Source: an optimization exercise on an open RTL-to-GDS flow (aim: a short achievable clock period). Production flows keep margins and buffers that such runs may drop.
RTL that was checked went through simulation tests only; none was proved equivalent to the original.
The RTL of run 1 was laid out without a check of its function.
Power figures rest on the tool's default switching activity, not on a simulated workload.

[config.mk]
export PLATFORM = sky130hd
export DESIGN_NAME = LEGLiteSingle
export DESIGN_NICKNAME = LEGLiteSingle
export VERILOG_FILES = /design/flow/design.v
export SDC_FILE = /design/flow/constraint.sdc
export NUM_CORES = 4
export LEC_CHECK = 0
export CAP_MARGIN = 20
export CORE_MARGIN = 2
export CORE_UTILIZATION = 50
export SETUP_SLACK_MARGIN = 5.0
export SLEW_MARGIN = 20
[constraint.sdc]
create_clock -name core_clock -period 8.5 [get_ports {clock}]
set_input_delay 1.7000 -clock core_clock [delete_from_list [all_inputs] [get_ports {clock}]]
set_output_delay 1.7000 -clock core_clock [all_outputs]
set_load 0.01 [all_outputs]
[design.v]
module RegFile(
     output logic [7:0][15:0] x,      
     output logic [7:0][9:0]  hi_m,   
     output logic [7:0][9:0]  hi_p,   
     output logic [7:0]  zero,        
     input  logic        clock,
     input  logic [15:0] wdata,
     input  logic [2:0]  waddr,
     input  logic        write
     );
logic [15:0] regcell [0:6];
always_ff @(posedge clock)
	if (write && waddr != 3'd7) regcell[waddr] <= wdata;
genvar i;
generate
	for (i = 0; i < 8; i = i + 1) begin : pre
		if (i == 7) begin : xzr
			assign x[i] = 16'd0;
		end else begin : xreg
			assign x[i] = regcell[i];
		end
		assign hi_m[i] = x[i][15:6] - 10'd1;
		assign hi_p[i] = x[i][15:6] + 10'd1;
		assign zero[i] = (x[i] == 16'd0);
	end
endgenerate
endmodule
module ImmAdd(
     output logic [15:0] result,
     input  logic [15:0] x,
     input  logic [9:0]  hi_m,
     input  logic [9:0]  hi_p,
     input  logic [5:0]  imm,
     input  logic        sub
     );
wire [5:0] b   = sub ? ~imm : imm;
wire [6:0] low = {1'b0, x[5:0]} + {1'b0, b} + {6'd0, sub};
assign result[15:6] = (low[6] == b[5]) ? x[15:6] : (low[6] ? hi_p : hi_m);
assign result[5:0]  = low[5:0];
endmodule
module Control(
     output logic       memread,
     output logic       memwrite,
     output logic       regwrite,
     output logic       taken_uncond,   
     output logic       cbz,            
     output logic       cls_reg,        
     output logic       cls_addi,       
     output logic       cls_andi,       
     output logic       cls_subi,       
     input  logic [3:0] opcode
     );
assign memread      = (opcode == 4'd5);
assign memwrite     = (opcode == 4'd6);
assign taken_uncond = (opcode == 4'd4);
assign cbz          = (opcode == 4'd7);
assign regwrite     = (opcode == 4'd0) | (opcode == 4'd1) | (opcode == 4'd5) |
                      (opcode == 4'd8) | (opcode == 4'd9) | (opcode == 4'd10);
assign cls_reg  = ~opcode[3] & ~opcode[2];
assign cls_addi = (~opcode[3] & opcode[2]) | (opcode[3] & ~opcode[1] & ~opcode[0]);
assign cls_andi = opcode[3] & opcode[0];
assign cls_subi = opcode[3] & opcode[1];
endmodule
module PCLogic(
     output logic [15:0] pc,
     input  logic        clock,
     input  logic [15:0] signext,
     input  logic        taken,
     input  logic        reset
     );
always_ff @(posedge clock)
	if (reset)
		pc <= 16'd0;
	else if (taken)
		pc <= pc + {signext[14:0], 1'b0};
	else
		pc <= pc + 16'd2;
endmodule
module LEGLiteSingle(
	iaddr,		 
	daddr,		 
	dwrite,		 
	dread,		 
	dwdata,		 
	alu_out,	 
	clock,
	idata,		 
	ddata,		 
	reset,
	probe
	);
output [15:0] iaddr;
output [15:0] daddr;
output dwrite;
output dread;
output [15:0] dwdata;
output [15:0] alu_out;
input clock;
input [15:0] idata;
input [15:0] ddata;
input reset;
output [15:0] probe;
wire [3:0] op  = idata[15:12];
wire [5:0] imm = idata[11:6];
wire [2:0] rm  = idata[11:9];
wire [2:0] rn  = idata[5:3];
wire [2:0] rd  = idata[2:0];
wire [15:0] simm = {{10{imm[5]}}, imm};
assign probe = simm;
wire regwrite, taken_uncond, cbz, cls_reg, cls_addi, cls_andi, cls_subi;
Control legv8_control(
	.memread(dread), .memwrite(dwrite), .regwrite(regwrite),
	.taken_uncond(taken_uncond), .cbz(cbz),
	.cls_reg(cls_reg), .cls_addi(cls_addi), .cls_andi(cls_andi),
	.cls_subi(cls_subi), .opcode(op));
wire [7:0][15:0] x;
wire [7:0][9:0]  hi_m;
wire [7:0][9:0]  hi_p;
wire [7:0]  zero;
wire [15:0] wdata;
RegFile legv8_register(
	.x(x), .hi_m(hi_m), .hi_p(hi_p), .zero(zero),
	.clock(clock), .wdata(wdata), .waddr(rd), .write(regwrite));
wire [7:0][15:0] addi_r;
wire [7:0][15:0] subi_r;
genvar i;
generate
	for (i = 0; i < 8; i = i + 1) begin : imm_ops
		ImmAdd add_i(.result(addi_r[i]), .x(x[i]), .hi_m(hi_m[i]),
			.hi_p(hi_p[i]), .imm(imm), .sub(1'b0));
		ImmAdd sub_i(.result(subi_r[i]), .x(x[i]), .hi_m(hi_m[i]),
			.hi_p(hi_p[i]), .imm(imm), .sub(1'b1));
	end
endgenerate
wire [15:0] xn = x[rn];
wire [15:0] xm = x[rm];
wire [15:0] addi_res  = addi_r[rn];
wire [15:0] addi_res2 = addi_r[rn];   
wire [15:0] subi_res  = subi_r[rn];
wire [15:0] reg_res   = xn + (op[0] ? ~xm : xm) + {15'd0, op[0]};
wire [15:0] andi_res  = xn & simm;
logic [15:0] result;
always_comb begin
	result = 16'd0;
	if (cls_reg)  result = result | reg_res;
	if (cls_addi) result = result | addi_res;
	if (cls_andi) result = result | andi_res;
	if (cls_subi) result = result | subi_res;
end
assign alu_out = result;
assign daddr   = addi_res2;
assign dwdata  = x[rd];
assign wdata   = dread ? ddata : result;
PCLogic legv8_pclogic(
	.pc(iaddr), .clock(clock), .signext(simm),
	.taken(taken_uncond | (cbz & zero[rn])), .reset(reset));
endmodule
[flow/run.sh]
#!/bin/bash
# The standard layout with two synthesis changes, both for speed:
#  - no yosys full/half adder extraction (ADDER_MAP_FILE empty), so abc maps
#    the adders itself;
#  - slow cells added to the platform's don't-use list: the non-inverting
#    complex gates (and4, or4, mux2, maj3, a221o, ...), so abc builds the logic
#    from faster inverting gates, and the delay cells (clkdlybuf4s*, dlygate*,
#    dlymetal*), which the resizer would otherwise pick as port buffers.
PLATFORM_DONT_USE="sky130_fd_sc_hd__probe_p_8 sky130_fd_sc_hd__probec_p_8 sky130_fd_sc_hd__lpflow_bleeder_1 sky130_fd_sc_hd__lpflow_clkbufkapwr_1 sky130_fd_sc_hd__lpflow_clkbufkapwr_16 sky130_fd_sc_hd__lpflow_clkbufkapwr_2 sky130_fd_sc_hd__lpflow_clkbufkapwr_4 sky130_fd_sc_hd__lpflow_clkbufkapwr_8 sky130_fd_sc_hd__lpflow_clkinvkapwr_1 sky130_fd_sc_hd__lpflow_clkinvkapwr_16 sky130_fd_sc_hd__lpflow_clkinvkapwr_2 sky130_fd_sc_hd__lpflow_clkinvkapwr_4 sky130_fd_sc_hd__lpflow_clkinvkapwr_8 sky130_fd_sc_hd__lpflow_decapkapwr_12 sky130_fd_sc_hd__lpflow_decapkapwr_3 sky130_fd_sc_hd__lpflow_decapkapwr_4 sky130_fd_sc_hd__lpflow_decapkapwr_6 sky130_fd_sc_hd__lpflow_decapkapwr_8 sky130_fd_sc_hd__lpflow_inputiso0n_1 sky130_fd_sc_hd__lpflow_inputiso0p_1 sky130_fd_sc_hd__lpflow_inputiso1n_1 sky130_fd_sc_hd__lpflow_inputiso1p_1 sky130_fd_sc_hd__lpflow_inputisolatch_1 sky130_fd_sc_hd__lpflow_isobufsrc_1 sky130_fd_sc_hd__lpflow_isobufsrc_16 sky130_fd_sc_hd__lpflow_isobufsrc_2 sky130_fd_sc_hd__lpflow_isobufsrc_4 sky130_fd_sc_hd__lpflow_isobufsrc_8 sky130_fd_sc_hd__lpflow_isobufsrckapwr_16 sky130_fd_sc_hd__lpflow_lsbuf_lh_hl_isowell_tap_1 sky130_fd_sc_hd__lpflow_lsbuf_lh_hl_isowell_tap_2 sky130_fd_sc_hd__lpflow_lsbuf_lh_hl_isowell_tap_4 sky130_fd_sc_hd__lpflow_lsbuf_lh_isowell_4 sky130_fd_sc_hd__lpflow_lsbuf_lh_isowell_tap_1 sky130_fd_sc_hd__lpflow_lsbuf_lh_isowell_tap_2 sky130_fd_sc_hd__lpflow_lsbuf_lh_isowell_tap_4"
SLOW_CELLS="sky130_fd_sc_hd__a2111o_1 sky130_fd_sc_hd__a2111o_2 sky130_fd_sc_hd__a2111o_4 sky130_fd_sc_hd__a2111oi_0 sky130_fd_sc_hd__a2111oi_1 sky130_fd_sc_hd__a2111oi_2 sky130_fd_sc_hd__a2111oi_4 sky130_fd_sc_hd__a211o_1 sky130_fd_sc_hd__a211o_2 sky130_fd_sc_hd__a211o_4 sky130_fd_sc_hd__a211oi_1 sky130_fd_sc_hd__a211oi_2 sky130_fd_sc_hd__a211oi_4 sky130_fd_sc_hd__a21boi_0 sky130_fd_sc_hd__a21boi_1 sky130_fd_sc_hd__a21boi_2 sky130_fd_sc_hd__a21boi_4 sky130_fd_sc_hd__a221o_1 sky130_fd_sc_hd__a221o_2 sky130_fd_sc_hd__a221o_4 sky130_fd_sc_hd__a221oi_1 sky130_fd_sc_hd__a221oi_2 sky130_fd_sc_hd__a221oi_4 sky130_fd_sc_hd__a222oi_1 sky130_fd_sc_hd__a2bb2o_1 sky130_fd_sc_hd__a2bb2o_2 sky130_fd_sc_hd__a2bb2o_4 sky130_fd_sc_hd__a2bb2oi_1 sky130_fd_sc_hd__a2bb2oi_2 sky130_fd_sc_hd__a2bb2oi_4 sky130_fd_sc_hd__a311o_1 sky130_fd_sc_hd__a311o_2 sky130_fd_sc_hd__a311o_4 sky130_fd_sc_hd__a311oi_1 sky130_fd_sc_hd__a311oi_2 sky130_fd_sc_hd__a311oi_4 sky130_fd_sc_hd__a32o_1 sky130_fd_sc_hd__a32o_2 sky130_fd_sc_hd__a32o_4 sky130_fd_sc_hd__a32oi_1 sky130_fd_sc_hd__a32oi_2 sky130_fd_sc_hd__a32oi_4 sky130_fd_sc_hd__a41o_1 sky130_fd_sc_hd__a41o_2 sky130_fd_sc_hd__a41o_4 sky130_fd_sc_hd__a41oi_1 sky130_fd_sc_hd__a41oi_2 sky130_fd_sc_hd__a41oi_4 sky130_fd_sc_hd__and3b_1 sky130_fd_sc_hd__and3b_2 sky130_fd_sc_hd__and3b_4 sky130_fd_sc_hd__and4_1 sky130_fd_sc_hd__and4_2 sky130_fd_sc_hd__and4_4 sky130_fd_sc_hd__and4b_1 sky130_fd_sc_hd__and4b_2 sky130_fd_sc_hd__and4b_4 sky130_fd_sc_hd__and4bb_1 sky130_fd_sc_hd__and4bb_2 sky130_fd_sc_hd__and4bb_4 sky130_fd_sc_hd__maj3_1 sky130_fd_sc_hd__maj3_2 sky130_fd_sc_hd__maj3_4 sky130_fd_sc_hd__mux2_1 sky130_fd_sc_hd__mux2_2 sky130_fd_sc_hd__mux2_4 sky130_fd_sc_hd__mux2_8 sky130_fd_sc_hd__mux2i_1 sky130_fd_sc_hd__mux2i_2 sky130_fd_sc_hd__mux2i_4 sky130_fd_sc_hd__mux4_1 sky130_fd_sc_hd__mux4_2 sky130_fd_sc_hd__mux4_4 sky130_fd_sc_hd__nor4_1 sky130_fd_sc_hd__nor4_2 sky130_fd_sc_hd__nor4_4 sky130_fd_sc_hd__nor4b_1 sky130_fd_sc_hd__nor4b_2 sky130_fd_sc_hd__nor4b_4 sky130_fd_sc_hd__nor4bb_1 sky130_fd_sc_hd__nor4bb_2 sky130_fd_sc_hd__nor4bb_4 sky130_fd_sc_hd__o2111a_1 sky130_fd_sc_hd__o2111a_2 sky130_fd_sc_hd__o2111a_4 sky130_fd_sc_hd__o2111ai_1 sky130_fd_sc_hd__o2111ai_2 sky130_fd_sc_hd__o2111ai_4 sky130_fd_sc_hd__o211a_1 sky130_fd_sc_hd__o211a_2 sky130_fd_sc_hd__o211a_4 sky130_fd_sc_hd__o211ai_1 sky130_fd_sc_hd__o211ai_2 sky130_fd_sc_hd__o211ai_4 sky130_fd_sc_hd__o21ba_1 sky130_fd_sc_hd__o21ba_2 sky130_fd_sc_hd__o21ba_4 sky130_fd_sc_hd__o21bai_1 sky130_fd_sc_hd__o21bai_2 sky130_fd_sc_hd__o21bai_4 sky130_fd_sc_hd__o221a_1 sky130_fd_sc_hd__o221a_2 sky130_fd_sc_hd__o221a_4 sky130_fd_sc_hd__o221ai_1 sky130_fd_sc_hd__o221ai_2 sky130_fd_sc_hd__o221ai_4 sky130_fd_sc_hd__o2bb2a_1 sky130_fd_sc_hd__o2bb2a_2 sky130_fd_sc_hd__o2bb2a_4 sky130_fd_sc_hd__o2bb2ai_1 sky130_fd_sc_hd__o2bb2ai_2 sky130_fd_sc_hd__o2bb2ai_4 sky130_fd_sc_hd__o311a_1 sky130_fd_sc_hd__o311a_2 sky130_fd_sc_hd__o311a_4 sky130_fd_sc_hd__o311ai_0 sky130_fd_sc_hd__o311ai_1 sky130_fd_sc_hd__o311ai_2 sky130_fd_sc_hd__o311ai_4 sky130_fd_sc_hd__o32a_1 sky130_fd_sc_hd__o32a_2 sky130_fd_sc_hd__o32a_4 sky130_fd_sc_hd__o32ai_1 sky130_fd_sc_hd__o32ai_2 sky130_fd_sc_hd__o32ai_4 sky130_fd_sc_hd__o41a_1 sky130_fd_sc_hd__o41a_2 sky130_fd_sc_hd__o41a_4 sky130_fd_sc_hd__o41ai_1 sky130_fd_sc_hd__o41ai_2 sky130_fd_sc_hd__o41ai_4 sky130_fd_sc_hd__or2b_1 sky130_fd_sc_hd__or2b_2 sky130_fd_sc_hd__or2b_4 sky130_fd_sc_hd__or3_1 sky130_fd_sc_hd__or3_2 sky130_fd_sc_hd__or3_4 sky130_fd_sc_hd__or3b_1 sky130_fd_sc_hd__or3b_2 sky130_fd_sc_hd__or3b_4 sky130_fd_sc_hd__or4_1 sky130_fd_sc_hd__or4_2 sky130_fd_sc_hd__or4_4 sky130_fd_sc_hd__or4b_1 sky130_fd_sc_hd__or4b_2 sky130_fd_sc_hd__or4b_4 sky130_fd_sc_hd__or4bb_1 sky130_fd_sc_hd__or4bb_2 sky130_fd_sc_hd__or4bb_4 sky130_fd_sc_hd__xnor3_1 sky130_fd_sc_hd__xnor3_2 sky130_fd_sc_hd__xnor3_4 sky130_fd_sc_hd__xor3_1 sky130_fd_sc_hd__xor3_2 sky130_fd_sc_hd__xor3_4 sky130_fd_sc_hd__clkdlybuf4s15_1 sky130_fd_sc_hd__clkdlybuf4s15_2 sky130_fd_sc_hd__clkdlybuf4s18_1 sky130_fd_sc_hd__clkdlybuf4s18_2 sky130_fd_sc_hd__clkdlybuf4s25_1 sky130_fd_sc_hd__clkdlybuf4s25_2 sky130_fd_sc_hd__clkdlybuf4s50_1 sky130_fd_sc_hd__clkdlybuf4s50_2 sky130_fd_sc_hd__dlygate4sd1_1 sky130_fd_sc_hd__dlygate4sd2_1 sky130_fd_sc_hd__dlygate4sd3_1 sky130_fd_sc_hd__dlymetal6s2s_1 sky130_fd_sc_hd__dlymetal6s4s_1 sky130_fd_sc_hd__dlymetal6s6s_1"
bash standard.sh ADDER_MAP_FILE= "DONT_USE_CELLS=$PLATFORM_DONT_USE $SLOW_CELLS" finish > standard.log 2>&1
[standard.sh]
#!/bin/bash
# synth_recipe.tcl (not shown) runs the flow's synth.tcl, then flattens the netlist and writes it again
# the make line also repeats each setting of config.mk as NAME=value (left out here)
make -C /OpenROAD-flow-scripts/flow DESIGN_CONFIG=/design/flow/config.mk WORK_HOME=/design/flow/orfs CLKGATE_MAP_FILE= SYNTH_SCRIPT=/design/flow/synth_recipe.tcl "${@:-finish}"
==> metrics.cfg, run 1 <==
[run_status]
status = stopped before the end
haltStage = global routing
error_line = [ERROR GRT-0232] Routing congestion too high. Check the congestion heatmap in the GUI.

[die]
start_util_pct = 50.4
fp.dieH_um = 203
die_x_um = 203
io_pins = 116
row_count = 73

[clock_tree]
root_buffer = clkbuf_16
postCtsHoldBufs = 0
htreeDepth = 4
cts_buffers = 17
cts_max_path_buffers = 2
clock_sinks = 127

[synth]
synthArstFlopShare_pct = 0
synth_top_cell_by_area = edfxtp_1
synth_cell_types = 69
ys_ff_latch = 127
synth_seq_area_share_pct = 18.4
synthesis.instances = 3055
synth_common_cells = nand2_1 (421), nor2_1 (298), o21ai_0 (285)
synth-edff-count = 112
synth_ff_type = edfxtp_1
synth_area_leaders = edfxtp_1 (17%), nand2_1 (8.0%), o21ai_0 (7.2%), xnor2_1 (6.7%), a21oi_1 (5.8%)
yosysMostFrequentCell = nand2_1
synth.avg_cell_area_um2 = 6.51
synth_area_um2 = 19900
synth_warnings = 3
synth_top_area_share_pct = 16.9

[placement]
finalWeightedCongestion = 1.09
dpl_worst_slack_ps = 886
port-buffer-count = 114
dp.cells = 3480
dp_hpwl_um = 80100

[grt]
grt_overflow = 135
grt_max_degree = 37
grtUsageTotal_pct = 79.1

how the worst max path moves through the flow:
stage          slack (ps)      start     endpoint
2_1_floorplan        2940   idata[9]  alu_out[11]
3_3_place_gp          830   idata[6]  alu_out[15]
3_5_place_dp          890  idata[10]  alu_out[12]
4_1_cts              2390   idata[9]  alu_out[12]
timing repair:
item / in CTS
setup endpoints to repair: 305
endpoints found under the hold margin: 0
pin swaps: 214
setup buffers: 311
cloned: 47
gates resized for setup: 759
layer usage:
metal | global-route usage (%) | overflow
met1 | 82.8 | 3
met2 | 92.1 | 65
met3 | 65.0 | 9
met4 | 73.1 | 58
met5 | 40.5 | 0
per-stage QoR:
| step | instance area (um^2) | utilization (%) |
|---|---|---|
| after floorplan | 21500 | - |
| after global placement | 21000 | 53.1 |
| after detailed placement | 21000 | 53.2 |
| after CTS | 27300 | 69.3 |
cells by family after synthesis:
| family | after synthesis | share of synthesized area, % |
|---|---|---|
| XOR/XNOR | 193 | 8.73 |
| other | 1 | 0.0189 |
| flip-flops | 127 | 18.4 |
| buffers and inverters | 360 | 8.49 |
| AO/OA/AOI/OAI | 960 | 29.3 |
| AND/OR/NAND/NOR | 1414 | 35.0 |
power by group through the flow:
stage	registers [mW]	clock network [mW]	logic, mW
floorplan	0.758	0	0.782
CTS	0.793	0.745	1.50
global placement	0.804	0	1.07
detailed placement	0.804	0	1.08
==> run 2: changes to the inputs <==
--- a/design.v
+++ b/design.v
@@ -135,17 +135,9 @@
 wire [15:0] xn = x[rn];
 wire [15:0] xm = x[rm];
-wire [15:0] addi_res  = addi_r[rn];
 wire [15:0] addi_res2 = addi_r[rn];   
-wire [15:0] subi_res  = subi_r[rn];
-wire [15:0] reg_res   = xn + (op[0] ? ~xm : xm) + {15'd0, op[0]};
-wire [15:0] andi_res  = xn & simm;
-logic [15:0] result;
-always_comb begin
-	result = 16'd0;
-	if (cls_reg)  result = result | reg_res;
-	if (cls_addi) result = result | addi_res;
-	if (cls_andi) result = result | andi_res;
-	if (cls_subi) result = result | subi_res;
-end
+wire        sub     = cls_reg ? op[0] : cls_subi;
+wire [15:0] op2     = cls_reg ? xm : simm;
+wire [15:0] sum     = xn + (sub ? ~op2 : op2) + {15'd0, sub};
+wire [15:0] result  = cls_andi ? (xn & simm) : sum;
 assign alu_out = result;
 assign daddr   = addi_res2;
--- a/config.mk
+++ b/config.mk
@@ -11,2 +11,4 @@
 export SETUP_SLACK_MARGIN = 5.0
 export SLEW_MARGIN = 20
+export SYNTH_HIERARCHICAL = 1
+export SYNTH_MINIMUM_KEEP_SIZE = 0
==> metrics.cfg, run 2 <==
[run_status]
status = finished clean

[critical_path]
cp_slowest_cell = o31ai_4
crit_arrival_ps = 4660
worstSetupEndpointType = output pin
max_stage_delay_ps = 320
crit_buf_inv = 4
cp.required_ps = 6800
cpLargestDelayFamily = compound AO/OA/AOI/OAI gates
path_max_fanout = 8
critical_path_class = in2out
crit_chain = buf_12 -> nor2_4 -> buf_2 -> nand2_4 -> nand2_4 -> clkbuf_4 -> nand4_1 -> nand4b_4 -> xor2_2 -> nand2_2 -> o31ai_4 -> a31oi_4 -> a22oi_4 -> nand4_1 -> a21oi_2 -> xnor2_1 -> o21ai_1 -> buf_2
start_kind = primary input

[clock_tree]
clock_latency_ps = 480
tritoncts = yes
root_buffer = clkbuf_16
clock_sinks = 127
postCtsHoldBufs = 0
path_clk_slew_ps = 60
htreeDepth = 4
cts_max_path_buffers = 2
cts_buffers = 17

[final_layout]
reg_top3 = legv8_register.regcell x112, legv8_pclogic.pc x15
regArea_um2 = 3660
largest_reg_flops = 112
drive_above_1_share_pct = 23.6
fin_area_um2 = 30900
max_flop_register = legv8_register.regcell
nNetsFinal = 3979
fillCellCount = 4164
syn2layout_area_growth_pct = 28.2
final_cell_mix = nand2_1 (425), nand2b_1 (308), inv_1 (287), a21oi_1 (219), nor2_1 (198)
multi_input_area_um2 = 20500
layout_commonest_cell = nand2_1

[synth]
synth.avg_cell_area_um2 = 6.50
synthesis.instances = 3708
synth_area_um2 = 24100
synth_warnings = 8

[sta]
post-route-period-util_pct = 74.8
setup_slack_ps = 2140
finalHoldViolations = 0
worst_pin_slew_ps = 976
worst_slew_margin_rel_pct = 34.7
fmax_mhz = 157
rsz0062_at_grt = yes
fin_setup_tns_ps = 0
drv_slew = 0
hold-worst-slack_ps = 640
fin_skew_ps = 23.6
period_needed_ps = 6360
setup_violations = 0

[grt]
antenna_found_initial = 2
grt_max_degree = 77
grt_overflow = 0
grt_pass1_vias = 25200
grtUsageTotal_pct = 39.2
grt_pass1_wl_um = 151000

[placement]
dp_hpwl_um = 64900
dpl_cell_area_um2 = 25100
port-buffer-count = 114
finalWeightedCongestion = 0.929
dpl_worst_slack_ps = 1520

[power_and_ir_drop]
switchingPower_mw = 1.69
power.density_nw_per_um2 = 121
netSwitchingFraction_pct = 45.0
pwr-share-clk_pct = 20.4
combinationalPowerShare_pct = 57.0
vdd_drop_max_mv = 0.162
leakage_nw = 12.4
intPower_mw = 2.06
seqPwrFrac_pct = 22.6

[detailed_routing]
drc = 0
initialDrtViolationCount = 3463
antenna_left = 0
routedWlPerCell_um = 22.7
finalWirelength_um = 104000
num_vias = 28400
viasPerCell = 6.20
firstDrtPassIters = 8

[die]
start_util_pct = 50.6
fp.dieH_um = 224
core_um2 = 47600
io_pins = 116
die_x_um = 224
die_area_um2 = 50000
row_count = 80

[min_path]
hold_path_class = reg2reg

[run]
max_cap_viol_count = 0

[run 2: worst min-delay path, cell delays in order (launching register included)]
cell     delay [ps]
dfxtp_1         390
xor2_1          160
nor2_1           50
[run 2: final timing paths]
check                               startpoint                   end  slack [ps]  depth (start not counted)
hold reg to reg            legv8_pclogic.pc[2]   legv8_pclogic.pc[2]         640                          2
hold / removal             legv8_pclogic.pc[2]   legv8_pclogic.pc[2]         640                          2
setup / recovery                     idata[15]           alu_out[15]        2140                         18
setup reg to reg  legv8_register.regcell[2][6]  legv8_pclogic.pc[10]        4390                         21
[run 2: per-stage QoR]
stage / std cells / power [mW] / util, %
CTS: 4449 / 3.51 / 61.3
global route: 4573 / 3.90 / 64.9
detailed placement: 4227 / 2.40 / 52.7
finish: 4574 / 3.75 / 64.9
global placement: 4227 / 2.38 / 52.7
floorplan: 3758 / 2.01 / -
[run 2: final cells by class]
class,count,share of cell area (%)
multi-input combinational,3034,66.2
inverter,299,3.67
antenna,1,0.00809
clock buffer,17,1.38
clock inverter,15,0.481
timing repair buffer,466,13.9
tap,615,2.49
sequential,127,11.8
[run 2: layer usage]
metal	vias up	global-route usage, %	part of all wire (%)
li1	13000	-	-
met1	13400	52.3	40
met2	1648	62.1	45
met3	304	7.11	10
met4	2	16.8	4.7
met5	-	0	0.013
[run 2: power groups by stage]
stage                     clock, mW  combinational [mW]  sequential [mW]
final                         0.765                2.14            0.848
after detailed placement          0                1.54            0.858
after CTS                     0.770                1.90            0.843
after global routing          0.798                2.25            0.851
after floorplan                   0                1.19            0.812
after global placement            0                1.52            0.857
[run 2: repair_timing]
| item | 4_1_cts | 5_1_grt |
|---|---|---|
| hold endpoints to repair | 0 | 0 |
| buffers inserted | 150 | 116 |
| resized for setup | 409 | 246 |
| pin swaps | 131 | 92 |
| cloned | 40 | 7 |
| endpoints found under the setup margin | 282 | 227 |
==> run 3: changes to the inputs <==
--- a/config.mk
+++ b/config.mk
@@ -11,4 +11,2 @@
 export SETUP_SLACK_MARGIN = 5.0
 export SLEW_MARGIN = 20
-export SYNTH_HIERARCHICAL = 1
-export SYNTH_MINIMUM_KEEP_SIZE = 0
==> metrics.cfg, run 3 <==
[detailed_routing]
viasPerCell = 6.77
num_vias = 19000
routedWlPerCell_um = 26.8
finalWirelength_um = 75600
initialDrtViolationCount = 3229
antenna_left = 0
drc = 0
firstDrtPassIters = 7

[sta]
worst_slew_margin_rel_pct = 31.7
post-route-period-util_pct = 71.7
worst_pin_slew_ps = 1020
drv_slew = 0
rsz0062_at_grt = yes
fmax_mhz = 164
setup_violations = 0
period_needed_ps = 6090
hold-worst-slack_ps = 513
fin_skew_ps = 22.5
finalHoldViolations = 0
fin_setup_tns_ps = 0

[min_path]
min-delay-start = legv8_pclogic.pc[15]
hold_path_class = reg2reg

[power_and_ir_drop]
leakage_nw = 7.94
power.density_nw_per_um2 = 135
netSwitchingFraction_pct = 38.4
switchingPower_mw = 1.10
pwr-share-clk_pct = 27.5
seqPwrFrac_pct = 28.8
intPower_mw = 1.76
combinationalPowerShare_pct = 43.6
vdd_drop_max_mv = 0.131

[clock_tree]
path_clk_slew_ps = 70
htreeDepth = 4
clock_sinks = 127
postCtsHoldBufs = 0
tritoncts = yes
cts_buffers = 17
root_buffer = clkbuf_16
clock_latency_ps = 460
cts_max_path_buffers = 2

[placement]
dp_hpwl_um = 43900
finalWeightedCongestion = 1.02
dp.cells = 2411
port-buffer-count = 114

[die]
die_area_um2 = 29800
die_x_um = 173
core_um2 = 27900
io_pins = 116
fp.dieH_um = 173
start_util_pct = 50.9
row_count = 61

[synth]
ys_ff_latch = 127
synth-edff-count = 112
synthArstFlopShare_pct = 0
synth_area_leaders = edfxtp_1 (24%), nand2_1 (8.1%), xnor2_1 (7.1%), a21oi_1 (6.5%), o21ai_0 (6.3%)
synth_top_cell_by_area = edfxtp_1
yosysMostFrequentCell = nand2_1
synth_cell_types = 58
synthesis.instances = 2073
synth_warnings = 2
synth.avg_cell_area_um2 = 6.87
synth_ff_type = edfxtp_1
synth_seq_area_share_pct = 25.7
synth_area_um2 = 14200
synth_top_area_share_pct = 23.6
synth_common_cells = nand2_1 (307), nor2_1 (221), a21oi_1 (185)

[run_status]
status = finished clean

[final_layout]
layout_commonest_cell = nand2_1
max_flop_register = legv8_register.regcell
nNetsFinal = 2456
largest_reg_flops = 112
fin_cells = 2815
syn2layout_area_growth_pct = 48.9
final_cell_mix = nand2_1 (268), nor2_1 (174), buf_1 (162), buf_2 (160), a21oi_1 (121)
drive_above_1_share_pct = 33.4
reg_top3 = legv8_register.regcell x112, legv8_pclogic.pc x15

[critical_path]
crit_arrival_ps = 4390
cp-startpoint = idata[11]
critical_path_class = in2out
worstSetupEndpointType = output pin
r2r-start = legv8_register.regcell[3][0]
start_kind = primary input
path_max_fanout = 18
cp.required_ps = 6800

[grt]
grtUsageTotal_pct = 45.6
grt_pass1_wl_um = 104000
grt_overflow = 0
antenna_found_initial = 3
grt_max_degree = 44
grt_pass1_vias = 17000

[run]
max_cap_viol_count = 0

## run 3: path summary, 6_finish.rpt
| path | endpoint | slack (ps) | cells past startpoint |
|---|---|---|---|
| worst max-delay path | alu_out[12] | 2410 | 17 |
| worst min-delay path | legv8_pclogic.pc[15] | 510 | 2 |
| worst max register to register | legv8_register.regcell[2][0] | 4410 | 24 |
| worst min register to register | legv8_pclogic.pc[15] | 510 | 2 |
## run 3: critical path, stage by stage
cell        delay (ps)
buf_16             160
clkinvlp_4         140
buf_2              190
a21oi_1            250
o21ai_2            120
a31oi_2            200
xnor2_2            110
buf_4              150
a31oi_4            210
o21ai_4            130
o21ai_4            230
buf_2              160
nand4_1            110
nand4_1            150
xnor2_1            130
o21ai_1             70
buf_2              160
## run 3: power by group through the flow
stage                     sequential (mW)  combinational (mW)  clock (mW)
final                               0.825                1.25       0.788
after global routing                0.823                1.30       0.811
after CTS                           0.815                1.07       0.778
after detailed placement            0.827               0.772           0
after global placement              0.827               0.764           0
after floorplan                     0.784               0.626           0
## run 3: metrics by stage
step / total power [mW] / cell area, um^2 / util, % / setup WS (ps)
3_5_place_dp: 1.60 / 15200 / 54.5 / 1520
2_1_floorplan: 1.41 / 15600 / - / 3040
6_report: 2.86 / 21200 / 75.8 / 2410
5_1_grt: 2.94 / 21200 / 75.8 / 2390
3_3_place_gp: 1.59 / 15200 / 54.5 / 1590
4_1_cts: 2.66 / 19700 / 70.4 / 2580
## run 3: timing repair
item,4_1_cts,5_1_grt
gates cloned,30,5
hold endpoints to repair,0,0
endpoints found under the setup margin,260,243
pin swaps,174,171
buffers inserted,224,111
resized for setup,552,251
## run 3: layout make-up
type                            instances  area [um^2]
Timing Repair Buffer                  509         4190
Sequential cell                       127         3660
Tap cell                              378          473
Clock buffer                           18          429
Antenna cell                            2         5.00
Clock inverter                         14          181
Timing Repair inverter                  3         27.5
Multi-Input combinational cell       1711        12000
Fill cell                            2012         6750
Inverter                               53          250
## run 3: cells by family after synthesis
logic type,share of synthesized area (%)
flops,25.7
other cells,0.0264
simple gates,32.2
buf+inv,7.54
xor+xnor,9.52
compound gates,25.0
## run 3: metal layers
layer / GRT usage, % / vias up / wire (um)
met2: 68.9 / 1826 / 31500
met4: 28.8 / 6 / 6520
met5: 0 / - / 82
met1: 58.3 / 8770 / 26300
met3: 11.7 / 494 / 11100
li1: - / 7953 / -
==> run 4: changes to the inputs <==
--- a/config.mk
+++ b/config.mk
@@ -8,5 +8,5 @@
 export CAP_MARGIN = 20
 export CORE_MARGIN = 2
-export CORE_UTILIZATION = 50
-export SETUP_SLACK_MARGIN = 5.0
+export CORE_UTILIZATION = 40
+export SETUP_SLACK_MARGIN = 4.0
 export SLEW_MARGIN = 20
==> metrics.cfg, run 4 <==
[synth]
synth_area_leaders = edfxtp_1 (24%), nand2_1 (8.1%), xnor2_1 (7.1%), a21oi_1 (6.5%), o21ai_0 (6.3%)
synth.avg_cell_area_um2 = 6.87
synth_cell_types = 58
synth_top_family_by_area = simple AND/OR/NAND/NOR gates
synth_top_cell_by_area = edfxtp_1
synth_area_um2 = 14200
synth_ff_type = edfxtp_1
synth_seq_area_share_pct = 25.7
yosysMostFrequentCell = nand2_1
synth_warnings = 2
synth_top_area_share_pct = 23.6
ys_ff_latch = 127
synth_compound_area_share_pct = 25.0
synth_adder_area_share_pct = 0
synthesis.instances = 2073
synthArstFlopShare_pct = 0
yosys.area_share.simple_pct = 32.2
synth_common_cells = nand2_1 (307), nor2_1 (221), a21oi_1 (185)
synth_xor_area_share_pct = 9.52
synth_mux_area_share_pct = 0
synth-edff-count = 112

[critical_path]
max_stage_delay_ps = 250
worstSetupEndpointType = output pin
crit_arrival_ps = 4410
timing.critical_path.mode_cell = o21a_1
path_max_fanout = 7
start_kind = primary input
cp.required_ps = 6800
cp-startpoint = idata[10]
cpLargestDelayFamily = simple AND/OR/NAND/NOR gates
cp.depth = 18
crit_chain = clkbuf_16 -> buf_12 -> buf_6 -> nor3_4 -> o21a_1 -> buf_1 -> o21a_1 -> nand4bb_4 -> buf_2 -> a21oi_2 -> or2_4 -> and3_4 -> o21ai_4 -> a31oi_4 -> nand4bb_1 -> o21a_1 -> nand2_2 -> buf_2
reg2reg_depth = 12
critical_path_class = in2out
cp_slowest_cell = nor3_4
r2r-start = legv8_register.regcell[1][5]
crit_buf_inv = 6

[final_layout]
final_util_pct = 56.7
syn2layout_area_growth_pct = 40.7
fillCellCount = 3163
nNetsFinal = 2362
reg_top3 = legv8_register.regcell x112, legv8_pclogic.pc x15
fin_cells = 2803
final_cell_mix = nand2_1 (285), nor2_1 (190), buf_1 (162), a21oi_1 (125), buf_2 (118)
fin_area_um2 = 20000
drive_above_1_share_pct = 27.8
layout_commonest_cell = nand2_1
max_flop_register = legv8_register.regcell
largest_reg_flops = 112

[sta]
worst_slew_margin_rel_pct = 23.5
worst_pin_slew_ps = 1150
fmax_mhz = 164
post-route-period-util_pct = 71.9
hold-worst-slack_ps = 516
setup_slack_ps = 2390
setup_violations = 0
fin_setup_tns_ps = 0
finalHoldViolations = 0
rsz0062_at_grt = yes
fin_skew_ps = 15.6
drv_slew = 0
period_needed_ps = 6110

[min_path]
hold_path_class = reg2reg
whs_path_depth = 2
min-delay-start = legv8_pclogic.pc[15]

[grt]
grt_pass1_wl_um = 99300
grt_max_degree = 47
grtUsageTotal_pct = 36.2
grt_overflow = 0
antenna_found_initial = 2
grt_pass1_vias = 16300

[power_and_ir_drop]
power.density_nw_per_um2 = 139
seqPwrFrac_pct = 29.4
pwr-share-clk_pct = 29.1
vdd_drop_max_mv = 0.125
netSwitchingFraction_pct = 38.2
combinationalPowerShare_pct = 41.4
intPower_mw = 1.72
switchingPower_mw = 1.06
p_total_mw = 2.78
leakage_nw = 7.32

[run_status]
status = finished clean

[placement]
dp.cells = 2493
dp_hpwl_um = 43400
finalWeightedCongestion = 1.03
dpl_worst_slack_ps = 1530
dpl_cell_area_um2 = 15100
port-buffer-count = 114

[clock_tree]
cts_buffers = 17
path_clk_slew_ps = 60
cts_max_path_buffers = 2
root_buffer = clkbuf_16
tritoncts = yes
clock_sinks = 127
clock_latency_ps = 460
htreeDepth = 4
postCtsHoldBufs = 0

[detailed_routing]
firstDrtPassIters = 9
routedWlPerCell_um = 24.9
drc = 0
initialDrtViolationCount = 2852
num_vias = 17800
finalWirelength_um = 69700
antenna_left = 0
viasPerCell = 6.34

[die]
fp.dieH_um = 193
start_util_pct = 40.3
core_um2 = 35300
die_x_um = 193
row_count = 69
die_area_um2 = 37100
io_pins = 116

[run]
max_cap_viol_count = 0

## run 4: cell counts after synthesis
No cell type changed its count.
## run 4: power by group through the flow
stage / registers [mW] / clock network, mW / logic, mW
2_1_floorplan: 0.784 / 0 / 0.592
3_3_place_gp: 0.823 / 0 / 0.754
3_5_place_dp: 0.823 / 0 / 0.763
4_1_cts: 0.812 / 0.808 / 0.996
5_1_grt: 0.818 / 0.834 / 1.21
6_report: 0.817 / 0.809 / 1.15
## run 4: repair_timing
action,4_1_cts,5_1_grt
resized for setup,432,214
pin swaps,160,138
gates cloned,25,2
buffers inserted,181,69
hold endpoints to repair,0,0
setup endpoints to repair,183,107
## run 4: cell type report
cell class              count  area, um^2  share of cell area (%)
inverters                  53         223                    1.11
multi-input cells        1710       11600                    58.1
clock inverters            15         198                   0.987
clock buffers              17         425                    2.12
well taps                 461         577                    2.88
flip-flops and latches    127        3660                    18.3
repair buffers            419        3290                    16.5
diodes                      1        2.50                  0.0125
## run 4: per-layer routing
metal | global-route usage, % | up-vias | wire [um]
met2 | 54.7 | 1344 | 29800
met1 | 45.8 | 8249 | 25500
li1 | - | 7762 | -
met4 | 24.3 | 0 | 5580
met5 | 0 | - | 0
met3 | 8.67 | 409 | 8770
## run 4: path summary, 6_finish.rpt
check,endpoint,slack [ps]
max,alu_out[15],2390
min,legv8_pclogic.pc[15],520
max reg2reg,legv8_pclogic.pc[15],4900
min reg2reg,legv8_pclogic.pc[15],520
## run 4: worst min-delay path: cells and delay by family, from the launching register on
| family | cells | cell delay, ps |
|---|---|---|
| flip-flops | 1 | 340 |
| XOR/XNOR | 1 | 70 |
| AND/OR/NAND/NOR | 1 | 70 |
## run 4: cells by family after synthesis
logic type                after synthesis
AOI/OAI and AO/OA                     610
xor gates and xnor gates              153
buffers and inverters                 238
DFF                                   127
other                                   1
and+or+nand+nor                       944
==> run 5: changes to the inputs <==
--- a/flow/run.sh
+++ b/flow/run.sh
@@ -3,4 +3,7 @@
 #  - no yosys full/half adder extraction (ADDER_MAP_FILE empty), so abc maps
 #    the adders itself;
+#  - abc maps with flow/abc_speed.script, which adds two rounds of the
+#    classic delay mapper (dch; map) to ORFS's speed script; the ORFS scripts
+#    folder is mirrored with links in ./scripts_abc with only that file replaced;
 #  - slow cells added to the platform's don't-use list: the non-inverting
 #    complex gates (and4, or4, mux2, maj3, a221o, ...), so abc builds the logic
@@ -9,3 +12,8 @@
 PLATFORM_DONT_USE="sky130_fd_sc_hd__probe_p_8 sky130_fd_sc_hd__probec_p_8 sky130_fd_sc_hd__lpflow_bleeder_1 sky130_fd_sc_hd__lpflow_clkbufkapwr_1 sky130_fd_sc_hd__lpflow_clkbufkapwr_16 sky130_fd_sc_hd__lpflow_clkbufkapwr_2 sky130_fd_sc_hd__lpflow_clkbufkapwr_4 sky130_fd_sc_hd__lpflow_clkbufkapwr_8 sky130_fd_sc_hd__lpflow_clkinvkapwr_1 sky130_fd_sc_hd__lpflow_clkinvkapwr_16 sky130_fd_sc_hd__lpflow_clkinvkapwr_2 sky130_fd_sc_hd__lpflow_clkinvkapwr_4 sky130_fd_sc_hd__lpflow_clkinvkapwr_8 sky130_fd_sc_hd__lpflow_decapkapwr_12 sky130_fd_sc_hd__lpflow_decapkapwr_3 sky130_fd_sc_hd__lpflow_decapkapwr_4 sky130_fd_sc_hd__lpflow_decapkapwr_6 sky130_fd_sc_hd__lpflow_decapkapwr_8 sky130_fd_sc_hd__lpflow_inputiso0n_1 sky130_fd_sc_hd__lpflow_inputiso0p_1 sky130_fd_sc_hd__lpflow_inputiso1n_1 sky130_fd_sc_hd__lpflow_inputiso1p_1 sky130_fd_sc_hd__lpflow_inputisolatch_1 sky130_fd_sc_hd__lpflow_isobufsrc_1 sky130_fd_sc_hd__lpflow_isobufsrc_16 sky130_fd_sc_hd__lpflow_isobufsrc_2 sky130_fd_sc_hd__lpflow_isobufsrc_4 sky130_fd_sc_hd__lpflow_isobufsrc_8 sky130_fd_sc_hd__lpflow_isobufsrckapwr_16 sky130_fd_sc_hd__lpflow_lsbuf_lh_hl_isowell_tap_1 sky130_fd_sc_hd__lpflow_lsbuf_lh_hl_isowell_tap_2 sky130_fd_sc_hd__lpflow_lsbuf_lh_hl_isowell_tap_4 sky130_fd_sc_hd__lpflow_lsbuf_lh_isowell_4 sky130_fd_sc_hd__lpflow_lsbuf_lh_isowell_tap_1 sky130_fd_sc_hd__lpflow_lsbuf_lh_isowell_tap_2 sky130_fd_sc_hd__lpflow_lsbuf_lh_isowell_tap_4"
 SLOW_CELLS="sky130_fd_sc_hd__a2111o_1 sky130_fd_sc_hd__a2111o_2 sky130_fd_sc_hd__a2111o_4 sky130_fd_sc_hd__a2111oi_0 sky130_fd_sc_hd__a2111oi_1 sky130_fd_sc_hd__a2111oi_2 sky130_fd_sc_hd__a2111oi_4 sky130_fd_sc_hd__a211o_1 sky130_fd_sc_hd__a211o_2 sky130_fd_sc_hd__a211o_4 sky130_fd_sc_hd__a211oi_1 sky130_fd_sc_hd__a211oi_2 sky130_fd_sc_hd__a211oi_4 sky130_fd_sc_hd__a21boi_0 sky130_fd_sc_hd__a21boi_1 sky130_fd_sc_hd__a21boi_2 sky130_fd_sc_hd__a21boi_4 sky130_fd_sc_hd__a221o_1 sky130_fd_sc_hd__a221o_2 sky130_fd_sc_hd__a221o_4 sky130_fd_sc_hd__a221oi_1 sky130_fd_sc_hd__a221oi_2 sky130_fd_sc_hd__a221oi_4 sky130_fd_sc_hd__a222oi_1 sky130_fd_sc_hd__a2bb2o_1 sky130_fd_sc_hd__a2bb2o_2 sky130_fd_sc_hd__a2bb2o_4 sky130_fd_sc_hd__a2bb2oi_1 sky130_fd_sc_hd__a2bb2oi_2 sky130_fd_sc_hd__a2bb2oi_4 sky130_fd_sc_hd__a311o_1 sky130_fd_sc_hd__a311o_2 sky130_fd_sc_hd__a311o_4 sky130_fd_sc_hd__a311oi_1 sky130_fd_sc_hd__a311oi_2 sky130_fd_sc_hd__a311oi_4 sky130_fd_sc_hd__a32o_1 sky130_fd_sc_hd__a32o_2 sky130_fd_sc_hd__a32o_4 sky130_fd_sc_hd__a32oi_1 sky130_fd_sc_hd__a32oi_2 sky130_fd_sc_hd__a32oi_4 sky130_fd_sc_hd__a41o_1 sky130_fd_sc_hd__a41o_2 sky130_fd_sc_hd__a41o_4 sky130_fd_sc_hd__a41oi_1 sky130_fd_sc_hd__a41oi_2 sky130_fd_sc_hd__a41oi_4 sky130_fd_sc_hd__and3b_1 sky130_fd_sc_hd__and3b_2 sky130_fd_sc_hd__and3b_4 sky130_fd_sc_hd__and4_1 sky130_fd_sc_hd__and4_2 sky130_fd_sc_hd__and4_4 sky130_fd_sc_hd__and4b_1 sky130_fd_sc_hd__and4b_2 sky130_fd_sc_hd__and4b_4 sky130_fd_sc_hd__and4bb_1 sky130_fd_sc_hd__and4bb_2 sky130_fd_sc_hd__and4bb_4 sky130_fd_sc_hd__maj3_1 sky130_fd_sc_hd__maj3_2 sky130_fd_sc_hd__maj3_4 sky130_fd_sc_hd__mux2_1 sky130_fd_sc_hd__mux2_2 sky130_fd_sc_hd__mux2_4 sky130_fd_sc_hd__mux2_8 sky130_fd_sc_hd__mux2i_1 sky130_fd_sc_hd__mux2i_2 sky130_fd_sc_hd__mux2i_4 sky130_fd_sc_hd__mux4_1 sky130_fd_sc_hd__mux4_2 sky130_fd_sc_hd__mux4_4 sky130_fd_sc_hd__nor4_1 sky130_fd_sc_hd__nor4_2 sky130_fd_sc_hd__nor4_4 sky130_fd_sc_hd__nor4b_1 sky130_fd_sc_hd__nor4b_2 sky130_fd_sc_hd__nor4b_4 sky130_fd_sc_hd__nor4bb_1 sky130_fd_sc_hd__nor4bb_2 sky130_fd_sc_hd__nor4bb_4 sky130_fd_sc_hd__o2111a_1 sky130_fd_sc_hd__o2111a_2 sky130_fd_sc_hd__o2111a_4 sky130_fd_sc_hd__o2111ai_1 sky130_fd_sc_hd__o2111ai_2 sky130_fd_sc_hd__o2111ai_4 sky130_fd_sc_hd__o211a_1 sky130_fd_sc_hd__o211a_2 sky130_fd_sc_hd__o211a_4 sky130_fd_sc_hd__o211ai_1 sky130_fd_sc_hd__o211ai_2 sky130_fd_sc_hd__o211ai_4 sky130_fd_sc_hd__o21ba_1 sky130_fd_sc_hd__o21ba_2 sky130_fd_sc_hd__o21ba_4 sky130_fd_sc_hd__o21bai_1 sky130_fd_sc_hd__o21bai_2 sky130_fd_sc_hd__o21bai_4 sky130_fd_sc_hd__o221a_1 sky130_fd_sc_hd__o221a_2 sky130_fd_sc_hd__o221a_4 sky130_fd_sc_hd__o221ai_1 sky130_fd_sc_hd__o221ai_2 sky130_fd_sc_hd__o221ai_4 sky130_fd_sc_hd__o2bb2a_1 sky130_fd_sc_hd__o2bb2a_2 sky130_fd_sc_hd__o2bb2a_4 sky130_fd_sc_hd__o2bb2ai_1 sky130_fd_sc_hd__o2bb2ai_2 sky130_fd_sc_hd__o2bb2ai_4 sky130_fd_sc_hd__o311a_1 sky130_fd_sc_hd__o311a_2 sky130_fd_sc_hd__o311a_4 sky130_fd_sc_hd__o311ai_0 sky130_fd_sc_hd__o311ai_1 sky130_fd_sc_hd__o311ai_2 sky130_fd_sc_hd__o311ai_4 sky130_fd_sc_hd__o32a_1 sky130_fd_sc_hd__o32a_2 sky130_fd_sc_hd__o32a_4 sky130_fd_sc_hd__o32ai_1 sky130_fd_sc_hd__o32ai_2 sky130_fd_sc_hd__o32ai_4 sky130_fd_sc_hd__o41a_1 sky130_fd_sc_hd__o41a_2 sky130_fd_sc_hd__o41a_4 sky130_fd_sc_hd__o41ai_1 sky130_fd_sc_hd__o41ai_2 sky130_fd_sc_hd__o41ai_4 sky130_fd_sc_hd__or2b_1 sky130_fd_sc_hd__or2b_2 sky130_fd_sc_hd__or2b_4 sky130_fd_sc_hd__or3_1 sky130_fd_sc_hd__or3_2 sky130_fd_sc_hd__or3_4 sky130_fd_sc_hd__or3b_1 sky130_fd_sc_hd__or3b_2 sky130_fd_sc_hd__or3b_4 sky130_fd_sc_hd__or4_1 sky130_fd_sc_hd__or4_2 sky130_fd_sc_hd__or4_4 sky130_fd_sc_hd__or4b_1 sky130_fd_sc_hd__or4b_2 sky130_fd_sc_hd__or4b_4 sky130_fd_sc_hd__or4bb_1 sky130_fd_sc_hd__or4bb_2 sky130_fd_sc_hd__or4bb_4 sky130_fd_sc_hd__xnor3_1 sky130_fd_sc_hd__xnor3_2 sky130_fd_sc_hd__xnor3_4 sky130_fd_sc_hd__xor3_1 sky130_fd_sc_hd__xor3_2 sky130_fd_sc_hd__xor3_4 sky130_fd_sc_hd__clkdlybuf4s15_1 sky130_fd_sc_hd__clkdlybuf4s15_2 sky130_fd_sc_hd__clkdlybuf4s18_1 sky130_fd_sc_hd__clkdlybuf4s18_2 sky130_fd_sc_hd__clkdlybuf4s25_1 sky130_fd_sc_hd__clkdlybuf4s25_2 sky130_fd_sc_hd__clkdlybuf4s50_1 sky130_fd_sc_hd__clkdlybuf4s50_2 sky130_fd_sc_hd__dlygate4sd1_1 sky130_fd_sc_hd__dlygate4sd2_1 sky130_fd_sc_hd__dlygate4sd3_1 sky130_fd_sc_hd__dlymetal6s2s_1 sky130_fd_sc_hd__dlymetal6s4s_1 sky130_fd_sc_hd__dlymetal6s6s_1"
-bash standard.sh ADDER_MAP_FILE= "DONT_USE_CELLS=$PLATFORM_DONT_USE $SLOW_CELLS" finish > standard.log 2>&1
+rm -rf scripts_abc
+mkdir scripts_abc
+for f in "$FLOW_HOME"/scripts/*; do ln -s "$f" scripts_abc/; done
+rm scripts_abc/abc_speed.script
+cp flow/abc_speed.script scripts_abc/abc_speed.script
+bash standard.sh SCRIPTS_DIR=$PWD/scripts_abc ADDER_MAP_FILE= "DONT_USE_CELLS=$PLATFORM_DONT_USE $SLOW_CELLS" finish > standard.log 2>&1
==> flow/abc_speed.script (new file) <==
strash
&get -n
&st
&syn2
&if -g -K 6
&synch2
&put
dch -f
map -D 10
strash
dch -f
map -D 10
&get -n
&st
&syn2
&if -g -K 6
&synch2
&nf
&put
buffer -c
topo
stime -c
upsize -c
dnsize -c
--- a/config.mk
+++ b/config.mk
@@ -9,4 +9,4 @@
 export CORE_MARGIN = 2
 export CORE_UTILIZATION = 40
-export SETUP_SLACK_MARGIN = 4.0
+export SETUP_SLACK_MARGIN = 5.0
 export SLEW_MARGIN = 20
==> metrics.cfg, run 5 <==
[clock_tree]
clock_sinks = 127
htreeDepth = 4
cts_max_path_buffers = 2
clock_latency_ps = 460
path_clk_slew_ps = 70
root_buffer = clkbuf_16
tritoncts = yes
cts_buffers = 17

[synth]
synthesis.instances = 2537
synth_area_leaders = edfxtp_1 (21%), nand2_1 (13%), nand3_1 (6.8%), o21ai_0 (5.7%), a21oi_1 (5.1%)
synth_cell_types = 68
synth_area_um2 = 16400
synth_warnings = 2
synth.avg_cell_area_um2 = 6.46
synth_ff_type = edfxtp_1
synth_top_cell_by_area = edfxtp_1
ys_ff_latch = 127
synth_seq_area_share_pct = 22.3
synth_common_cells = nand2_1 (556), nand3_1 (223), nor2_1 (222)
synth-edff-count = 112
synth_top_area_share_pct = 20.5
synthArstFlopShare_pct = 0
yosysMostFrequentCell = nand2_1

[detailed_routing]
initialDrtViolationCount = 3577
num_vias = 22800
antenna_left = 0
viasPerCell = 6.53
drc = 0
finalWirelength_um = 94100
routedWlPerCell_um = 26.9
firstDrtPassIters = 9

[grt]
grtUsageTotal_pct = 42.1
grt_max_degree = 41
grt_pass1_vias = 20700
antenna_found_initial = 1
grt_overflow = 0
grt_pass1_wl_um = 132000

[sta]
setup_violations = 0
post-route-period-util_pct = 72.0
finalHoldViolations = 0
setup_slack_ps = 2380
worst_slew_margin_rel_pct = 18.1
rsz0062_at_grt = yes
fmax_mhz = 163
fin_setup_tns_ps = 0
period_needed_ps = 6120
drv_slew = 0
hold-worst-slack_ps = 597
worst_pin_slew_ps = 1220
fin_skew_ps = 12.4

[min_path]
hold_path_class = reg2reg
whs_path_depth = 3

[critical_path]
path_max_fanout = 7
cp_slowest_cell = a22oi_2
ff2ff_setup_slack_ps = 2670
crit_arrival_ps = 6300
max_stage_delay_ps = 270
worstSetupEndpointType = flop
critical_path_class = in2reg
start_kind = primary input
reg2reg_depth = 34
timing.critical_path.mode_cell = buf_2
cp.required_ps = 8690

[final_layout]
layout_commonest_cell = nand2_1
reg_top3 = legv8_register.regcell x112, legv8_pclogic.pc x15
max_flop_register = legv8_register.regcell
syn2layout_area_growth_pct = 49.9
largest_reg_flops = 112
final_cell_mix = nand2_1 (457), nor2_1 (190), buf_1 (188), nand3_1 (167), buf_2 (162)
fin_cells = 3492
nNetsFinal = 2979
fillCellCount = 3585
drive_above_1_share_pct = 33.7

[die]
core_um2 = 40600
die_x_um = 206
start_util_pct = 40.3
row_count = 74
fp.dieH_um = 206
die_area_um2 = 42600
io_pins = 116

[placement]
dp_hpwl_um = 59500
finalWeightedCongestion = 1.02
dpl_worst_slack_ps = 1520
port-buffer-count = 114
dp.cells = 3017

[power_and_ir_drop]
leakage_nw = 9.40
power.density_nw_per_um2 = 120
vdd_drop_max_mv = 0.154
p_total_mw = 2.94

[run_status]
status = finished clean

[run]
max_cap_viol_count = 0

==> run 5: per-layer routing <==
layer  vias up  GRT usage (%)  wire length [um]
met2      1782           62.7             39700
met4         4           29.9              8030
li1       9795              -                 -
met5         -              0               100
met1     10700           51.7             33800
met3       541           12.6             12500
==> run 5: path summary, 6_finish.rpt <==
path	from	endpoint
setup reg to reg	legv8_register.regcell[4][5]	legv8_register.regcell[3][12]
hold reg to reg	legv8_pclogic.pc[15]	legv8_pclogic.pc[15]
setup / recovery	idata[11]	legv8_register.regcell[6][15]
hold / removal	legv8_pclogic.pc[15]	legv8_pclogic.pc[15]
==> run 5: cells by family after synthesis <==
logic type,Yosys count,share of synthesized area [%]
xor gates and xnor gates,97,5.18
buffers and inverters,282,8.39
DFF,127,22.3
and+or+nand+nor,1385,40.1
AOI/OAI and AO/OA,645,24.0
other,1,0.0229
==> run 5: report_power, final <==
part | internal, mW | leakage, nW | switching, mW | total [mW]
sequential | 0.739 | 1.14 | 0.0617 | 0.801
clock | 0.387 | 0.272 | 0.336 | 0.723
combinational | 0.577 | 7.98 | 0.841 | 1.42
total | 1.70 | 9.40 | 1.24 | 2.94
==> run 5: what timing repair did <==
item | 4_1_cts | 5_1_grt
buffers inserted | 289 | 108
gates cloned | 43 | 1
hold buffers | 0 | 0
gates resized for setup | 668 | 312
endpoints found under the hold margin | 0 | 0
setup endpoints to repair | 304 | 212
pin swaps | 215 | 194
==> run 5: area by class of cell <==
class	count	area [um^2]	share of cell area, %
multi-input cells	2138	14600	59.3
repair buffers	577	4700	19.1
flip-flops and latches	127	3660	14.9
well taps	532	666	2.71
clock buffers	17	425	1.73
inverters	84	397	1.61
clock inverters	15	140	0.570
diodes	2	5.00	0.0204
==> run 5: worst max-delay path: cells and delay by family <==
family | cells | cell delay (ps)
AO/OA/AOI/OAI | 2 | 540
buffers and inverters | 23 | 2730
AND/OR/NAND/NOR | 10 | 1320
==> run 5: metrics by stage <==
stage | utilization [%] | area [um^2]
final | 60.5 | 24600
after global placement | 43.0 | 17500
after floorplan | - | 17700
after global routing | 60.5 | 24600
after CTS | 56.4 | 22900
after detailed placement | 43.1 | 17500
==> run 6: changes to the inputs <==
--- a/design.v
+++ b/design.v
@@ -123,5 +123,4 @@
 	.clock(clock), .wdata(wdata), .waddr(rd), .write(regwrite));
 wire [7:0][15:0] addi_r;
-wire [7:0][15:0] subi_r;
 genvar i;
 generate
@@ -129,11 +128,8 @@
 		ImmAdd add_i(.result(addi_r[i]), .x(x[i]), .hi_m(hi_m[i]),
 			.hi_p(hi_p[i]), .imm(imm), .sub(1'b0));
-		ImmAdd sub_i(.result(subi_r[i]), .x(x[i]), .hi_m(hi_m[i]),
-			.hi_p(hi_p[i]), .imm(imm), .sub(1'b1));
 	end
 endgenerate
 wire [15:0] xn = x[rn];
 wire [15:0] xm = x[rm];
-wire [15:0] addi_res2 = addi_r[rn];   
 wire        sub     = cls_reg ? op[0] : cls_subi;
 wire [15:0] op2     = cls_reg ? xm : simm;
@@ -141,5 +137,5 @@
 wire [15:0] result  = cls_andi ? (xn & simm) : sum;
 assign alu_out = result;
-assign daddr   = addi_res2;
+assign daddr   = addi_r[rn];
 assign dwdata  = x[rd];
 assign wdata   = dread ? ddata : result;
--- a/flow/run.sh
+++ b/flow/run.sh
@@ -1,4 +1,4 @@
 #!/bin/bash
-# The standard layout with two synthesis changes, both for speed:
+# The standard layout with three synthesis changes, all for speed:
 #  - no yosys full/half adder extraction (ADDER_MAP_FILE empty), so abc maps
 #    the adders itself;
--- a/config.mk
+++ b/config.mk
@@ -9,4 +9,4 @@
 export CORE_MARGIN = 2
 export CORE_UTILIZATION = 40
-export SETUP_SLACK_MARGIN = 5.0
+export SETUP_SLACK_MARGIN = 4.0
 export SLEW_MARGIN = 20
==> metrics.cfg, run 6 <==
[critical_path]
max_stage_delay_ps = 250
crit_chain = clkbuf_16 -> buf_8 -> nand2_1 -> a21oi_2 -> o21ai_2 -> nand4_1 -> buf_1 -> buf_1 -> a21oi_2 -> nor3_2 -> nand4_1 -> buf_2 -> nand4_1 -> and3_1 -> o21ai_2 -> nand2_1 -> buf_2
start_kind = primary input
cp_slowest_cell = nand4_1
critical_path_class = in2out
path_max_fanout = 8
timing.critical_path.mode_cell = nand4_1
crit_arrival_ps = 4290
cpLargestDelayFamily = simple AND/OR/NAND/NOR gates
crit_buf_inv = 6
worstSetupEndpointType = output pin
cp.required_ps = 6800

[synth]
synth_area_leaders = edfxtp_1 (22%), nand2_1 (13%), o21ai_0 (6.6%), a21oi_1 (6.1%), nor2_1 (5.2%)
synth_ff_type = edfxtp_1
synth_area_um2 = 15200
synth.avg_cell_area_um2 = 6.41
synth_top_area_share_pct = 22.1
synth-edff-count = 112
synth_warnings = 2
synth_common_cells = nand2_1 (519), nor2_1 (212), o21ai_0 (201)
ys_ff_latch = 127
yosysMostFrequentCell = nand2_1
synthesis.instances = 2373
synthArstFlopShare_pct = 0
synth_cell_types = 57
synth_top_cell_by_area = edfxtp_1
synth_seq_area_share_pct = 24.1

[clock_tree]
clock_latency_ps = 450
cts_max_path_buffers = 2
path_clk_slew_ps = 70
htreeDepth = 4
tritoncts = yes
root_buffer = clkbuf_16
clock_sinks = 127
postCtsHoldBufs = 0
cts_buffers = 17

[sta]
post-route-period-util_pct = 70.5
setup_violations = 0
drv_slew = 0
fin_setup_tns_ps = 0
hold-worst-slack_ps = 533
worst_slew_margin_rel_pct = 19.9
fmax_mhz = 167
finalHoldViolations = 0
fin_skew_ps = 17.4
worst_pin_slew_ps = 1200
period_needed_ps = 5990
rsz0062_at_grt = yes

[grt]
grt_overflow = 0
antenna_found_initial = 1
grt_pass1_vias = 18400
grtUsageTotal_pct = 39.5
grt_pass1_wl_um = 115000
grt_max_degree = 38

[final_layout]
max_flop_register = legv8_register.regcell
final_cell_mix = nand2_1 (463), buf_1 (199), nor2_1 (184), a21oi_1 (127), buf_2 (127)
largest_reg_flops = 112
regArea_um2 = 3660
layout_commonest_cell = nand2_1
multi_input_area_um2 = 12500
syn2layout_area_growth_pct = 38.9
drive_above_1_share_pct = 26.3
nNetsFinal = 2711
fillCellCount = 3587
n_antenna_cell = 0
reg_top3 = legv8_register.regcell x112, legv8_pclogic.pc x15

[placement]
dp_hpwl_um = 54300
port-buffer-count = 114
finalWeightedCongestion = 1.02

[detailed_routing]
initialDrtViolationCount = 3240
finalWirelength_um = 81800
antenna_left = 0
drc = 0
num_vias = 20500
viasPerCell = 6.41
firstDrtPassIters = 8
routedWlPerCell_um = 25.6

[run_status]
status = finished clean

[die]
io_pins = 116
core_um2 = 37600
die_x_um = 199
die_area_um2 = 39600
row_count = 71
start_util_pct = 40.5
fp.dieH_um = 199

[power_and_ir_drop]
pwr-share-clk_pct = 28.3
seqPwrFrac_pct = 29.6
netSwitchingFraction_pct = 39.9
power.density_nw_per_um2 = 129
switchingPower_mw = 1.09
intPower_mw = 1.63
vdd_drop_max_mv = 0.118
combinationalPowerShare_pct = 42.2
leakage_nw = 8.09

[run]
max_cap_viol_count = 0

[min_path]
hold_path_class = reg2reg

-- run 6: cell count changes in the layout (fill, tap and decap cells not counted), sizes merged, moves of 9 or more --
cell / change
nand4: -28
or2: -9
nand3: -72
nor2: -19
and3: +18
xor2: +13
nand2: -37
xnor2: -10
a21oi: +12
nor2b: -9
buf: -114
o21ai: +37
o22ai: -11
-- run 6: per-stage QoR --
stage / setup slack, ps / power [mW] / utilization [%] / instance area, um^2 / std cells
CTS: 2690 / 2.58 / 52.5 / 19700 / 3095
finish: 2510 / 2.72 / 56.2 / 21100 / 3200
global placement: 1610 / 1.62 / 43.6 / 16400 / 2856
global route: 2440 / 2.81 / 56.2 / 21100 / 3200
detailed placement: 1560 / 1.62 / 43.6 / 16400 / 2856
floorplan: 3250 / 1.38 / - / 16300 / 2373
-- run 6: area by class of cell --
class	count	area share, %
repair inverters	1	0.0415
well taps	511	3.03
flip-flops and latches	127	17.4
clock inverters	14	0.788
multi-input cells	1981	59.4
inverters	89	1.88
clock buffers	17	2.01
repair buffers	460	15.5
-- run 6: power by group through the flow --
stage	sequential, mW	combinational [mW]	clock, mW
global route	0.804	1.21	0.793
global placement	0.811	0.805	0
finish	0.805	1.15	0.769
detailed placement	0.811	0.807	0
floorplan	0.774	0.604	0
CTS	0.798	1.01	0.766
-- run 6: per-layer routing --
layer / share of wire [%] / vias to the layer above / GRT usage, %
li1: - / 8945 / -
met1: 37 / 9479 / 52.0
met2: 42 / 1711 / 59.7
met3: 14 / 363 / 9.39
met4: 6.7 / 0 / 21.4
met5: 0 / - / 0.255
-- run 6: cells by family after synthesis --
family	count (synthesis)	share of synthesized area, %
buf+inv	268	7.96
simple gates	1204	36.5
other cells	1	0.0247
xor+xnor	100	5.76
flops	127	24.1
compound gates	673	25.7
-- run 6: worst reg2reg max path: cells and delay by family, from the launching register on --
kind | cells | cell delay, ps
AOI/OAI and AO/OA | 6 | 990
and+or+nand+nor | 5 | 580
xor gates and xnor gates | 1 | 80
buffers and inverters | 19 | 2210
DFF | 1 | 800
-- run 6: path summary, 6_finish.rpt --
path | endpoint | depth (start not counted) | slack (ps) | start
setup / recovery | alu_out[7] | 17 | 2510 | idata[4]
hold reg to reg | legv8_pclogic.pc[11] | 2 | 530 | legv8_pclogic.pc[11]
setup reg to reg | legv8_register.regcell[2][4] | 31 | 3570 | legv8_register.regcell[2][1]
hold / removal | legv8_pclogic.pc[11] | 2 | 530 | legv8_pclogic.pc[11]
-- run 6: repair_timing --
action                     in CTS  in global routing
gates resized for setup       406                218
setup endpoints to repair     171                106
setup buffers                 188                 95
cloned                         20                 10
pin swaps                     115                131

[separate check: timing with driven ports]
In the flow no input, the clock included, has a driving cell. The finished layouts below were timed again as built, in two steps. Step 1 assumes that a clkbuf_16 drives the clock port and a buf_2 every other input. Step 2 adds t to the input delays and takes it off the output delays; t is the mean of the earliest and latest rising clock arrival at the registers after step 1. Input paths then give back, and output paths get back, about the clock's delay inside the block. Three values: no drivers, after step 1, after step 2; two values: the first two.
run	t (ns)	setup slack, ns	worst hold slack (ns)	worst setup path at the end	slew at the worst register clock pin (ns)
run 2	0.529	2.140 / 1.909 / 1.909	0.640 / 0.640 / 0.640	input to output	0.08 / 0.08
run 3	0.498	2.406 / 2.224 / 2.224	0.513 / 0.513 / 0.513	input to output	0.08 / 0.08
run 4	0.508	2.390 / 2.243 / 2.243	0.516 / 0.516 / 0.516	input to output	0.07 / 0.07
run 5	0.516	2.383 / 2.130 / 1.622	0.597 / 0.597 / 0.597	input to register	0.07 / 0.07
run 6	0.496	2.511 / 2.323 / 2.195	0.533 / 0.533 / 0.533	input to register	0.07 / 0.07
After both steps every run listed still meets setup and hold. For run 5, which loses most, drivers alone change the setup slack by -0.253 ns; drivers and shift together by -0.761 ns.
